Context: an optimization exercise on an open-source flow, tuned for small area. The choices shown serve that exercise and are no tape-out recipe. Only simulation tests tie the RTL to the original design; equivalence was not proved. No activity file was given, so power comes from the tool's default toggle rates.

==> run F: inputs <==
Design RISC, start of the top module:
module RISC(
	input clk,
	input rst,
	output [31:0] imem_addr,
	input  [31:0] imem_rdata,
	output        dmem_we,
	output [31:0] dmem_addr,
	output [31:0] dmem_wdata,
	input  [31:0] dmem_rdata
	);
Settings: LEC_CHECK=0, CAP_MARGIN=20, CORE_MARGIN=2, CORE_UTILIZATION=45, PLACE_DENSITY=0.6, SLEW_MARGIN=20, SYNTH_HIERARCHICAL=1; clock period 7.5 ns.
standard.sh (not shown) runs the stock make flow with config.mk's settings and CLKGATE_MAP_FILE= SYNTH_SCRIPT=/design/flow/synth_recipe.tcl, a recipe that flattens the netlist after the stock synthesis.
==> flow/flow/run.sh <==
#!/bin/bash
set -o pipefail
cp standard.sh standard_sh.txt
export BUFFER_PORTS_ARGS="-buffer_cell sky130_fd_sc_hd__buf_1"
export CTS_ARGS="-sink_clustering_enable -repair_clock_nets -dont_use_dummy_load -buf_list {sky130_fd_sc_hd__clkbuf_8 sky130_fd_sc_hd__clkbuf_16} -sink_clustering_size 20 -sink_clustering_max_diameter 100"
bash standard.sh finish > standard.log 2>&1
==> run A: changes against run F <==
==> flow/config.mk (replaced) <==
export PLATFORM = sky130hd
export DESIGN_NAME = RISC
export DESIGN_NICKNAME = RISC
export VERILOG_FILES = /design/flow/design.v
export SDC_FILE = /design/flow/constraint.sdc
export NUM_CORES = 4
export LEC_CHECK = 0
export CAP_MARGIN = 0
export CORE_MARGIN = 2
export CORE_UTILIZATION = 55
export PLACE_DENSITY = 0.7
export SLEW_MARGIN = 0
export SYNTH_HIERARCHICAL = 1
==> run Y: changes against run F <==
--- a/flow/design.v
+++ b/flow/design.v
@@ -6,10 +6,13 @@
 	assign y = ~(a | b);
 endmodule
 module G_NAND2(input a, input b, output y);
 	assign y = ~(a & b);
 endmodule
+module G_AND2(input a, input b, output y);
+	assign y = a & b;
+endmodule
 module G_NAND3(input a, input b, input c, output y);
 	assign y = ~(a & b & c);
 endmodule
 module G_XNOR2(input a, input b, output y);
 	assign y = ~(a ^ b);
@@ -113,14 +116,19 @@
 	output [31:0] Out,
 	output        lt
 	);
 	wire [31:0] bop, bx, p, g, nt, s, sr, ra, rb, rc;
 	wire [31:0] c;
+	wire kh = mb & Kx[31];    
 	genvar i;
 	generate
 		for (i = 0; i < 32; i = i + 1) begin : b
-			G_AO22  ub(useb, B[i], mb, Kx[i], bop[i]);
+			if (i < 15) begin : lo
+				G_AO22  ub(useb, B[i], mb, Kx[i], bop[i]);
+			end else begin : hi
+				G_AO21  ub(useb, B[i], kh, bop[i]);
+			end
 			G_XOR2  ux(bop[i], inv, bx[i]);
 			G_HA    uh(A[i], bx[i], p[i], g[i]);
 			G_NAND2 un(c[i], arith, nt[i]);
 			G_XNOR2 us(p[i], nt[i], s[i]);
 			G_AOI222 ua(selx, s[i], selg, g[i], selld, MemIn[i], ra[i]);
@@ -208,18 +216,25 @@
 	                 OP_ORI = 7'b0101010, OP_XRI = 7'b0101100, OP_AIU = 7'b1100010,
 	                 OP_SIU = 7'b1000101, OP_MOV = 7'b1000000, OP_LSL = 7'b0110000,
 	                 OP_LSR = 7'b0110001, OP_JMR = 7'b1100001, OP_BZ  = 7'b0100000,
 	                 OP_BNZ = 7'b1100000, OP_JMP = 7'b0000111;
 	reg  [31:0] PC_IF;
-	wire [31:0] PC_inc = PC_IF + 32'd1;
+	wire [31:0] PC_inc;
+	wire [31:0] inc_c;
+	assign PC_inc[0] = ~PC_IF[0];
+	assign inc_c[1]  = PC_IF[0];
+	genvar gi;
+	generate for (gi = 1; gi < 31; gi = gi + 1) begin : inc
+		G_HA h(PC_IF[gi], inc_c[gi], PC_inc[gi], inc_c[gi+1]);
+	end endgenerate
+	assign PC_inc[31] = PC_IF[31] ^ inc_c[31];
 	wire [6:0]  op_IF = imem_rdata[31:25];
 	wire        br_IF = (op_IF == OP_BZ) | (op_IF == OP_BNZ) | (op_IF == OP_JMP);
 	assign imem_addr = PC_IF;
 	wire [8:0] lo_c;
 	wire [7:0] lo;
 	assign lo_c[0] = 1'b0;
-	genvar gi;
 	generate for (gi = 0; gi < 8; gi = gi + 1) begin : tlo
 		assign lo[gi] = PC_inc[gi] ^ imem_rdata[gi] ^ lo_c[gi];
 		assign lo_c[gi+1] = (PC_inc[gi] & imem_rdata[gi]) | (lo_c[gi] & (PC_inc[gi] ^ imem_rdata[gi]));
 	end endgenerate
 	wire [39:0] X_IF;
@@ -239,18 +254,19 @@
 		assign hi[gi] = X_DOF[16+gi] ^ X_DOF[8+gi] ^ hi_c[gi];
 		assign hi_c[gi+1] = (X_DOF[16+gi] & X_DOF[8+gi]) | (hi_c[gi] & (X_DOF[16+gi] ^ X_DOF[8+gi]));
 	end endgenerate
 	wire [16:0] pcu = X_DOF[39:23];
 	wire        ks  = X_DOF[14];
-	wire [16:0] e   = pcu ^ {17{ks}};
-	reg  [16:0] run;
-	integer ri;
-	always @(*) begin
-		run[0] = hi_c[7] ^ ks;
-		for (ri = 1; ri < 17; ri = ri + 1) run[ri] = run[ri-1] & e[ri-1];
-	end
-	wire [16:0] up = pcu ^ run;
+	wire [16:0] e, run, up;
+	assign run[0] = hi_c[7] ^ ks;
+	generate for (gi = 0; gi < 17; gi = gi + 1) begin : tup
+		G_XOR2 ue(pcu[gi], ks, e[gi]);
+		if (gi < 16) begin : a
+			G_AND2 ua(run[gi], e[gi], run[gi+1]);
+		end
+		G_XOR2 uu(pcu[gi], run[gi], up[gi]);
+	end endgenerate
 	wire [31:0] T_DOF = {up, hi, X_DOF[7:0]};
 	wire [31:0] X_DOF_EX = br_DOF ? T_DOF : {T_DOF[31:20], X_DOF[19:0]};
 	wire [4:0]  SA = SA_EX;
 	wire [4:0]  DA = X_EX[19:15];
 	wire [4:0]  SB = X_EX[14:10];
@@ -297,20 +313,28 @@
 	FunctionUnit fu(A, B, Kx, dmem_rdata, SH, useb, mb, inv, arith,
 	                selx & ~rst, selg & ~rst, selld & ~rst, selshr & ~rst, selshl & ~rst, selslt & ~rst,
 	                result, lt);
 	wire Z = (A == 32'd0);
 	wire taken = isjmp | (isbz & Z) | (isbnz & ~Z);
+	wire s_jmr = isjmr & ~rst;
+	wire s_tk  = taken & ~rst;
+	wire s_seq = ~(isjmr | taken) & ~rst;
+	wire [31:0] npc_n, PC_next;
+	genvar gp;
+	generate for (gp = 0; gp < 32; gp = gp + 1) begin : npc
+		G_AOI222 m(s_jmr, A[gp], s_tk, X_EX[gp], s_seq, PC_inc[gp], npc_n[gp]);
+		assign PC_next[gp] = ~npc_n[gp];
+	end endgenerate
 	assign dmem_we    = mw;
 	assign dmem_addr  = A;
 	assign dmem_wdata = B;
 	always @(posedge clk) begin
+		PC_IF <= PC_next;
 		if (rst) begin
-			PC_IF <= 32'd0;
 			op_DOF[4] <= 1'b1; op_DOF[1] <= 1'b1;
 			op_EX[4]  <= 1'b1; op_EX[1]  <= 1'b1;
 		end else begin
-			PC_IF <= isjmr ? A : taken ? X_EX : PC_inc;
 			op_DOF[4] <= op_IF[4];  op_DOF[1] <= op_IF[1];
 			op_EX[4]  <= op_DOF[4]; op_EX[1]  <= op_DOF[1];
 		end
 		{op_DOF[6:5], op_DOF[3:2], op_DOF[0]} <= {op_IF[6:5], op_IF[3:2], op_IF[0]};
 		{op_EX[6:5],  op_EX[3:2],  op_EX[0]}  <= {op_DOF[6:5], op_DOF[3:2], op_DOF[0]};
==> flow/config.mk (replaced) <==
export PLATFORM = sky130hd
export DESIGN_NAME = RISC
export DESIGN_NICKNAME = RISC
export VERILOG_FILES = /design/flow/design.v
export SDC_FILE = /design/flow/constraint.sdc
export NUM_CORES = 4
export LEC_CHECK = 0
export CAP_MARGIN = 0
export CORE_MARGIN = 2
export CORE_UTILIZATION = 50
export PLACE_DENSITY = 0.65
export SLEW_MARGIN = 0
export SYNTH_HIERARCHICAL = 1
==> run summary <==
item	run Y	run F	run A
Result of the run	no timing/DRC/antenna violations	no timing/DRC/antenna violations	no timing/DRC/antenna violations
Site Rows	115	122	110
Clock network power	3.64 mW	3.69 mW	3.62 mW
Slew of the pin with the lowest slew margin	1.30 ns	1.24 ns	1.31 ns
Area added between synthesis and finish	11.5%	13.1%	11.7%
DP HPWL	125000 um	132000 um	125000 um
Met3 wirelength from detailed routing	29800 um	30000 um	34000 um
Startpoint of the lowest-slack hold path	X_DOF[1]$_DFF_P_	X_DOF[5]$_DFF_P_	X_DOF[2]$_DFF_P_
Sequential fraction of the synthesis area	67.2%	66.4%	66.4%
Via count of the first global-routing pass	36359	37099	37067
Number of DRC markers after the initial detailed-route iteration	9969	9477	10790
# fillers	7817	9293	6797
Post-Synth XOR/XNOR Area	1.78%	2.08%	2.08%
Final nets	3760	3888	3875
Seq pwr	7.34 mW	7.35 mW	7.36 mW
Fraction of area in multi-input gates	29.6%	30.4%	30.7%
Cell at the slowest stage of the critical path	sky130_fd_sc_hd__nor2_2	sky130_fd_sc_hd__nor2_4	sky130_fd_sc_hd__o41ai_4
Timing-limited maximum frequency	144 MHz	141 MHz	138 MHz
Critical Path Start	X_EX[13]$_DFF_P_	X_EX[11]$_DFF_P_	X_EX[14]$_DFF_P_
Met2 demand-to-capacity share in global routing	55.1%	50.1%	57.6%

* * *

==> run E: inputs <==
RISC with an RTL version that a note above also has.
Settings: LEC_CHECK=0, CAP_MARGIN=0, CORE_MARGIN=2, CORE_UTILIZATION=50, PLACE_DENSITY=0.65, SLEW_MARGIN=0, SYNTH_HIERARCHICAL=1; clock period 7.5 ns.
==> flow/flow/run.sh <==
#!/bin/bash
set -o pipefail
cp standard.sh standard_sh.txt
export BUFFER_PORTS_ARGS="-buffer_cell sky130_fd_sc_hd__buf_1"
export CTS_ARGS="-sink_clustering_enable -repair_clock_nets -dont_use_dummy_load -buf_list {sky130_fd_sc_hd__clkbuf_8} -sink_clustering_size 12 -sink_clustering_max_diameter 100"
bash standard.sh finish > standard.log 2>&1
==> run B: changes against run E <==
--- a/flow/design.v
+++ b/flow/design.v
@@ -4,17 +4,14 @@
 endmodule
 module G_NOR2(input a, input b, output y);
 	assign y = ~(a | b);
 endmodule
 module G_NAND2(input a, input b, output y);
 	assign y = ~(a & b);
 endmodule
-module G_AND2(input a, input b, output y);
-	assign y = a & b;
-endmodule
 module G_NAND3(input a, input b, input c, output y);
 	assign y = ~(a & b & c);
 endmodule
 module G_XNOR2(input a, input b, output y);
 	assign y = ~(a ^ b);
 endmodule
 module G_XOR2(input a, input b, output y);
@@ -114,23 +111,18 @@
 	input  useb, mb, inv, arith,
 	input  selx, selg, selld, selshr, selshl, selslt,
 	output [31:0] Out,
 	output        lt
 	);
 	wire [31:0] bop, bx, p, g, nt, s, sr, ra, rb, rc;
 	wire [31:0] c;
-	wire kh = mb & Kx[31];    
 	genvar i;
 	generate
 		for (i = 0; i < 32; i = i + 1) begin : b
-			if (i < 15) begin : lo
-				G_AO22  ub(useb, B[i], mb, Kx[i], bop[i]);
-			end else begin : hi
-				G_AO21  ub(useb, B[i], kh, bop[i]);
-			end
+			G_AO22  ub(useb, B[i], mb, Kx[i], bop[i]);
 			G_XOR2  ux(bop[i], inv, bx[i]);
 			G_HA    uh(A[i], bx[i], p[i], g[i]);
 			G_NAND2 un(c[i], arith, nt[i]);
 			G_XNOR2 us(p[i], nt[i], s[i]);
 			G_AOI222 ua(selx, s[i], selg, g[i], selld, MemIn[i], ra[i]);
 			if (i == 0) begin : z
 				G_AOI222 ub2(selshr, sr[i], selshl, sr[31-i], selslt, lt, rb[i]);
@@ -214,29 +206,22 @@
 	                 OP_ST  = 7'b0000001, OP_LD  = 7'b0100001, OP_ADI = 7'b0100010,
 	                 OP_SBI = 7'b0100101, OP_NOT = 7'b0101110, OP_ANI = 7'b0101000,
 	                 OP_ORI = 7'b0101010, OP_XRI = 7'b0101100, OP_AIU = 7'b1100010,
 	                 OP_SIU = 7'b1000101, OP_MOV = 7'b1000000, OP_LSL = 7'b0110000,
 	                 OP_LSR = 7'b0110001, OP_JMR = 7'b1100001, OP_BZ  = 7'b0100000,
 	                 OP_BNZ = 7'b1100000, OP_JMP = 7'b0000111;
 	reg  [31:0] PC_IF;
-	wire [31:0] PC_inc;
-	wire [31:0] inc_c;
-	assign PC_inc[0] = ~PC_IF[0];
-	assign inc_c[1]  = PC_IF[0];
-	genvar gi;
-	generate for (gi = 1; gi < 31; gi = gi + 1) begin : inc
-		G_HA h(PC_IF[gi], inc_c[gi], PC_inc[gi], inc_c[gi+1]);
-	end endgenerate
-	assign PC_inc[31] = PC_IF[31] ^ inc_c[31];
+	wire [31:0] PC_inc = PC_IF + 32'd1;
 	wire [6:0]  op_IF = imem_rdata[31:25];
 	wire        br_IF = (op_IF == OP_BZ) | (op_IF == OP_BNZ) | (op_IF == OP_JMP);
 	assign imem_addr = PC_IF;
 	wire [8:0] lo_c;
 	wire [7:0] lo;
 	assign lo_c[0] = 1'b0;
+	genvar gi;
 	generate for (gi = 0; gi < 8; gi = gi + 1) begin : tlo
 		assign lo[gi] = PC_inc[gi] ^ imem_rdata[gi] ^ lo_c[gi];
 		assign lo_c[gi+1] = (PC_inc[gi] & imem_rdata[gi]) | (lo_c[gi] & (PC_inc[gi] ^ imem_rdata[gi]));
 	end endgenerate
 	wire [39:0] X_IF;
 	assign X_IF[39:20] = PC_inc[31:12];
 	assign X_IF[19:15] = br_IF ? {PC_inc[11:8], lo_c[8]} : imem_rdata[24:20];
@@ -252,23 +237,22 @@
 	assign hi_c[0] = X_DOF[15];
 	generate for (gi = 0; gi < 7; gi = gi + 1) begin : thi
 		assign hi[gi] = X_DOF[16+gi] ^ X_DOF[8+gi] ^ hi_c[gi];
 		assign hi_c[gi+1] = (X_DOF[16+gi] & X_DOF[8+gi]) | (hi_c[gi] & (X_DOF[16+gi] ^ X_DOF[8+gi]));
 	end endgenerate
 	wire [16:0] pcu = X_DOF[39:23];
 	wire        ks  = X_DOF[14];
-	wire [16:0] e, run, up;
-	assign run[0] = hi_c[7] ^ ks;
-	generate for (gi = 0; gi < 17; gi = gi + 1) begin : tup
-		G_XOR2 ue(pcu[gi], ks, e[gi]);
-		if (gi < 16) begin : a
-			G_AND2 ua(run[gi], e[gi], run[gi+1]);
-		end
-		G_XOR2 uu(pcu[gi], run[gi], up[gi]);
-	end endgenerate
+	wire [16:0] e   = pcu ^ {17{ks}};
+	reg  [16:0] run;
+	integer ri;
+	always @(*) begin
+		run[0] = hi_c[7] ^ ks;
+		for (ri = 1; ri < 17; ri = ri + 1) run[ri] = run[ri-1] & e[ri-1];
+	end
+	wire [16:0] up = pcu ^ run;
 	wire [31:0] T_DOF = {up, hi, X_DOF[7:0]};
 	wire [31:0] X_DOF_EX = br_DOF ? T_DOF : {T_DOF[31:20], X_DOF[19:0]};
 	wire [4:0]  SA = SA_EX;
 	wire [4:0]  DA = X_EX[19:15];
 	wire [4:0]  SB = X_EX[14:10];
 	wire [14:0] K  = X_EX[14:0];
 	wire [4:0]  SH = X_EX[4:0];
@@ -311,32 +295,24 @@
 	RegisterFile_32Bit RegFile(clk, rst, rw, SA, SB, DA, result, A, B);
 	wire [31:0] Kx = {{17{cs & K[14]}}, K};
 	FunctionUnit fu(A, B, Kx, dmem_rdata, SH, useb, mb, inv, arith,
 	                selx & ~rst, selg & ~rst, selld & ~rst, selshr & ~rst, selshl & ~rst, selslt & ~rst,
 	                result, lt);
 	wire Z = (A == 32'd0);
 	wire taken = isjmp | (isbz & Z) | (isbnz & ~Z);
-	wire s_jmr = isjmr & ~rst;
-	wire s_tk  = taken & ~rst;
-	wire s_seq = ~(isjmr | taken) & ~rst;
-	wire [31:0] npc_n, PC_next;
-	genvar gp;
-	generate for (gp = 0; gp < 32; gp = gp + 1) begin : npc
-		G_AOI222 m(s_jmr, A[gp], s_tk, X_EX[gp], s_seq, PC_inc[gp], npc_n[gp]);
-		assign PC_next[gp] = ~npc_n[gp];
-	end endgenerate
 	assign dmem_we    = mw;
 	assign dmem_addr  = A;
 	assign dmem_wdata = B;
 	always @(posedge clk) begin
-		PC_IF <= PC_next;
 		if (rst) begin
+			PC_IF <= 32'd0;
 			op_DOF[4] <= 1'b1; op_DOF[1] <= 1'b1;
 			op_EX[4]  <= 1'b1; op_EX[1]  <= 1'b1;
 		end else begin
+			PC_IF <= isjmr ? A : taken ? X_EX : PC_inc;
 			op_DOF[4] <= op_IF[4];  op_DOF[1] <= op_IF[1];
 			op_EX[4]  <= op_DOF[4]; op_EX[1]  <= op_DOF[1];
 		end
 		{op_DOF[6:5], op_DOF[3:2], op_DOF[0]} <= {op_IF[6:5], op_IF[3:2], op_IF[0]};
 		{op_EX[6:5],  op_EX[3:2],  op_EX[0]}  <= {op_DOF[6:5], op_DOF[3:2], op_DOF[0]};
 		SA_DOF <= imem_rdata[19:15];
 		SA_EX  <= SA_DOF;
==> flow/run.sh (new file) <==
#!/bin/bash
# synth_recipe.tcl (not shown) runs the flow's synth.tcl, then flattens the netlist and writes it again
# the make line also repeats each setting of config.mk as NAME=value (left out here)
make -C /OpenROAD-flow-scripts/flow DESIGN_CONFIG=/design/flow/config.mk WORK_HOME=/design/flow/orfs CLKGATE_MAP_FILE= SYNTH_SCRIPT=/design/flow/synth_recipe.tcl finish
CAP_MARGIN = 20   (was 0)
CORE_UTILIZATION = 45   (was 50)
CTS_BUF_LIST = sky130_fd_sc_hd__clkbuf_4 sky130_fd_sc_hd__clkbuf_8   (was not set)
PLACE_DENSITY = 0.6   (was 0.65)
SLEW_MARGIN = 20   (was 0)
removed: flow/flow/run.sh
removed: flow/standard.sh
==> out/summary.md <==
* 7.951% — fraction of the mapped netlist area in simple logic gates
* 480 ps — worst reg2reg setup slack
* 98,280 um^2 — core region area
* 38,590 — routed via count
* 11.0% — logic gate share of total power
* 11.94% — share of post-route cells with drive strength above 1
* 217.2 nW/um^2 — total power divided by cell area
* no timing/DRC/antenna violations — status
(the above is from run E)
==> out/summary.md <==
* 16.40% — share of post-route cells with drive strength above 1
* 39,970 — routed via count
* 10.0% — logic gate share of total power
* 243.2 nW/um^2 — total power divided by cell area
* no timing/DRC/antenna violations — status
* 110,700 um^2 — core region area
* 9.177% — fraction of the mapped netlist area in simple logic gates
* 440 ps — worst reg2reg setup slack
* clkbuf_8 — clock root buffer
(the above is from run B)

static timing again, ports no longer ideal:
In the flow no input, the clock included, has a driving cell. The finished layouts below were timed again as built, in two steps. Step 1, drivers: a clkbuf_16 drives clk and a buf_2 each remaining input, both assumed. Step 2, shift: input delay + t, output delay - t, t = (earliest + latest rising clock arrival at the registers) / 2. This alone moves slack from input paths to output paths. a / b / c = ideal / step 1 / step 2; a / b = the first two.
run | shift t [ns] | setup slack, ns | worst setup path after step 2 | worst data-port slew with drivers (ns)
run F | 0.707 | 0.397 / 0.397 / 0.397 | register to register | 0.16
run A | 0.702 | 0.227 / 0.227 / 0.227 | register to register | 0.06
run Y | 0.738 | 0.539 / 0.539 / 0.539 | register to register | 0.07
run E | 0.862 | 0.483 / 0.483 / 0.483 | register to register | 0.08
run B | 0.970 | 0.441 / 0.441 / 0.441 | register to register | 0.13
After both steps every run listed still meets setup and hold.
